This design comes from an exercise in tuning for small area, a short achievable clock period and few clock cycles on the open sky130 flow, not from production work. The RTL was checked by simulation tests, not by an equivalence proof against the original design. Power figures rest on the tool's default switching activity, not on a simulated workload.

Design mycpu_top, start of the top module:
module mycpu_top (
    input            clk,
    input            resetn,
    input  [5:0]     ext_int,
    output           inst_sram_en,
    output  [3:0]    inst_sram_wen,
    output  [31:0]   inst_sram_addr,
    output  [31:0]   inst_sram_wdata,
    input   [31:0]   inst_sram_rdata,
    output           data_sram_en,
    output  [3:0]    data_sram_wen,
    output  [31:0]   data_sram_addr,
    output  [31:0]   data_sram_wdata,
    input   [31:0]   data_sram_rdata,
    output  [31:0]   debug_wb_pc,
    output  [3:0]    debug_wb_rf_wen,
    output  [4:0]    debug_wb_rf_wnum,
    output  [31:0]   debug_wb_rf_wdata
);
For scale: roughly 1800 flip-flops, roughly 280 I/O pins, about 110000 um2 of cells after synthesis.
export LEC_CHECK = 0
export ABC_AREA = 1
export CAP_MARGIN = 20
export CORE_MARGIN = 2
export CORE_UTILIZATION = 45
export CTS_CLUSTER_DIAMETER = 70
export CTS_CLUSTER_SIZE = 25
export SLEW_MARGIN = 20
create_clock -name core_clock -period 25.0 [get_ports {clk}]
standard.sh (not shown) runs the stock make flow with config.mk's settings and CLKGATE_MAP_FILE= SYNTH_SCRIPT=/design/flow/synth_recipe.tcl, a recipe that flattens the netlist after the stock synthesis.
==> flow/flow/run.sh <==
#!/bin/bash
# Own layout flow: the standard ORFS flow (standard.sh, unchanged scripts,
# standard synthesis), with the timing repair steps asked to keep every path
# 19 ns inside the 25 ns clock so that they shorten the critical paths.
# The clock, the SDC and the I/O constraints are the standard flow's, unchanged.
# make's full output goes to orfs_flow.log; ORFS keeps each step's log under
# orfs/logs/.
set -uo pipefail
bash standard.sh SETUP_SLACK_MARGIN=19 TNS_END_PERCENT=100 finish > orfs_flow.log 2>&1
status=$?
exit $status
The starting point produced a clean layout.
Testbench counts at the start, summed over its fixed seeds: cycles 32,638.
Change:
CORE_UTILIZATION = 35   (was 45)
Total power rose by 0.57%.
Final area is about the same.
Die area rose by 28%.
Fmax hardly moves.
Combinational power fell by about 2%.
Change:
CORE_UTILIZATION = 40   (was 35)
PLACE_DENSITY = 0.5   (was not set)
Design area hardly moves.
Total power is about the same.
Worst setup slack is worse by 0.064 ns.
Worst hold slack stays flat.
Register-to-register slack loses 0.02 ns.
Sequential power stays flat.
Change:
PLACE_DENSITY = not set   (was 0.5)
After rerunning: Wire length shrinks by 6.6%. Setup slack is better by 0.075 ns. Design area goes down by 2.1%. Cell count came out lower by 0.90%. Critical path depth does not change. Non-clock buffer count fell by 151. First-iteration DRC count came out higher by 4.6%. Worst hold slack gets better by 0.016 ns. Die area does not change. Total power drops by 3.8%. Via count goes down by 1.2%.

== main ==
Another version of the RTL of mycpu_top (not shown whole).
// mycpu_top
module mycpu_top (
    input            clk,
    input            resetn,
    input  [5:0]     ext_int,
    output           inst_sram_en,
    output  [3:0]    inst_sram_wen,
    output  [31:0]   inst_sram_addr,
    output  [31:0]   inst_sram_wdata,
    input   [31:0]   inst_sram_rdata,
    output           data_sram_en,
    output  [3:0]    data_sram_wen,
    output  [31:0]   data_sram_addr,
    output  [31:0]   data_sram_wdata,
    input   [31:0]   data_sram_rdata,
    output  [31:0]   debug_wb_pc,
    output  [3:0]    debug_wb_rf_wen,
    output  [4:0]    debug_wb_rf_wnum,
    output  [31:0]   debug_wb_rf_wdata
);
export LEC_CHECK = 0
export CAP_MARGIN = 20
export CORE_MARGIN = 2
export CORE_UTILIZATION = 45
export SLEW_MARGIN = 20
create_clock -name core_clock -period 25.0 [get_ports {clk}]
Scripts as last shown in full above: flow/flow/run.sh
main finished every stage and its layout cleared the timing, DRC and antenna checks.
Testbench counts of main, summed over its fixed seeds: cycles 32,638.
Changes in the feature branch relative to main:
# main
export LEC_CHECK = 0
export CAP_MARGIN = 20
export CORE_MARGIN = 2
export CORE_UTILIZATION = 45
export SLEW_MARGIN = 20
create_clock -name core_clock -period 25.0 [get_ports {clk}]
# the feature branch
export LEC_CHECK = 0
export CAP_MARGIN = 20
export CORE_MARGIN = 2
export CORE_UTILIZATION = 45
export CTS_CLUSTER_DIAMETER = 70
export CTS_CLUSTER_SIZE = 25
export SLEW_MARGIN = 20
create_clock -name core_clock -period 25.0 [get_ports {clk}]
==> flow/flow/run.sh <==
#!/bin/bash
# Own layout flow: the standard ORFS flow (standard.sh, unchanged scripts,
# standard synthesis), with the timing repair steps asked to keep every path
# 18.5 ns inside the 25 ns clock so that they shorten the critical paths.
# The clock, the SDC and the I/O constraints are the standard flow's, unchanged.
# make's full output goes to orfs_flow.log; ORFS keeps each step's log under
# orfs/logs/.
set -uo pipefail
bash standard.sh SETUP_SLACK_MARGIN=18.5 TNS_END_PERCENT=100 finish > orfs_flow.log 2>&1
status=$?
exit $status
==> results.txt <==
Summary of the comparison: register clock-pin slew on the reported worst setup and hold paths is higher in the feature branch, relative to main.
Worst slew margin relative to its limit in the feature branch is 6.5 points below main.
Taking main as the reference, in the feature branch data arrival time of the critical path went up 250 ps; transition time at the pin with the least slew margin went up 97 ps; share of power burned in combinational logic went up 0.9 points; finished layout cell area went down 3.4%.
Number of combinational gates with multiple inputs across the feature branch and main: no real change.
Row final critical-path required period: the feature branch higher / main lower
As of the feature branch, number of inserted diodes had fallen by more than 10% compared to main.

[what the ideal ports hide]
The results above use ideal ports. As a check the final layouts listed here were re-extracted and re-timed, cells and wires unchanged.
Step 1, drivers: a clkbuf_16 drives clk and a buf_2 each remaining input, both assumed.
Step 2 also shifts input and output timing later by t, the mid clock arrival at the registers, as if the neighbouring blocks saw the same clock.
a / b / c = no drivers / after step 1 / after step 2; a / b = the first two.
run | shift t [ns] | slack for setup (ns) | slew at the worst register clock pin (ns) | worst data-port slew with drivers (ns) | cell pins on the clock port's net
the first run of note 1 | 0.948 | 18.468 / 18.364 / 18.121 | 0.11 / 0.11 | 0.07 | 1
the second run of note 1 | 0.999 | 18.453 / 18.344 / 18.024 | 0.11 / 0.11 | 0.05 | 1
the third run of note 1 | 0.970 | 18.389 / 18.279 / 18.115 | 0.10 / 0.10 | 0.06 | 1
the fourth run of note 1 | 0.951 | 18.464 / 18.358 / 18.139 | 0.10 / 0.10 | 0.04 | 1
main | 1.022 | 17.901 / 17.901 / 17.901 | 0.08 / 0.08 | 0.13 | 1
the feature branch | 0.958 | 17.643 / 17.643 / 17.630 | 0.10 / 0.10 | 0.13 | 1
After both steps every run listed still meets setup and hold. For the second run of note 1, which loses most, drivers alone change the setup slack by -0.109 ns; drivers and shift together by -0.429 ns.
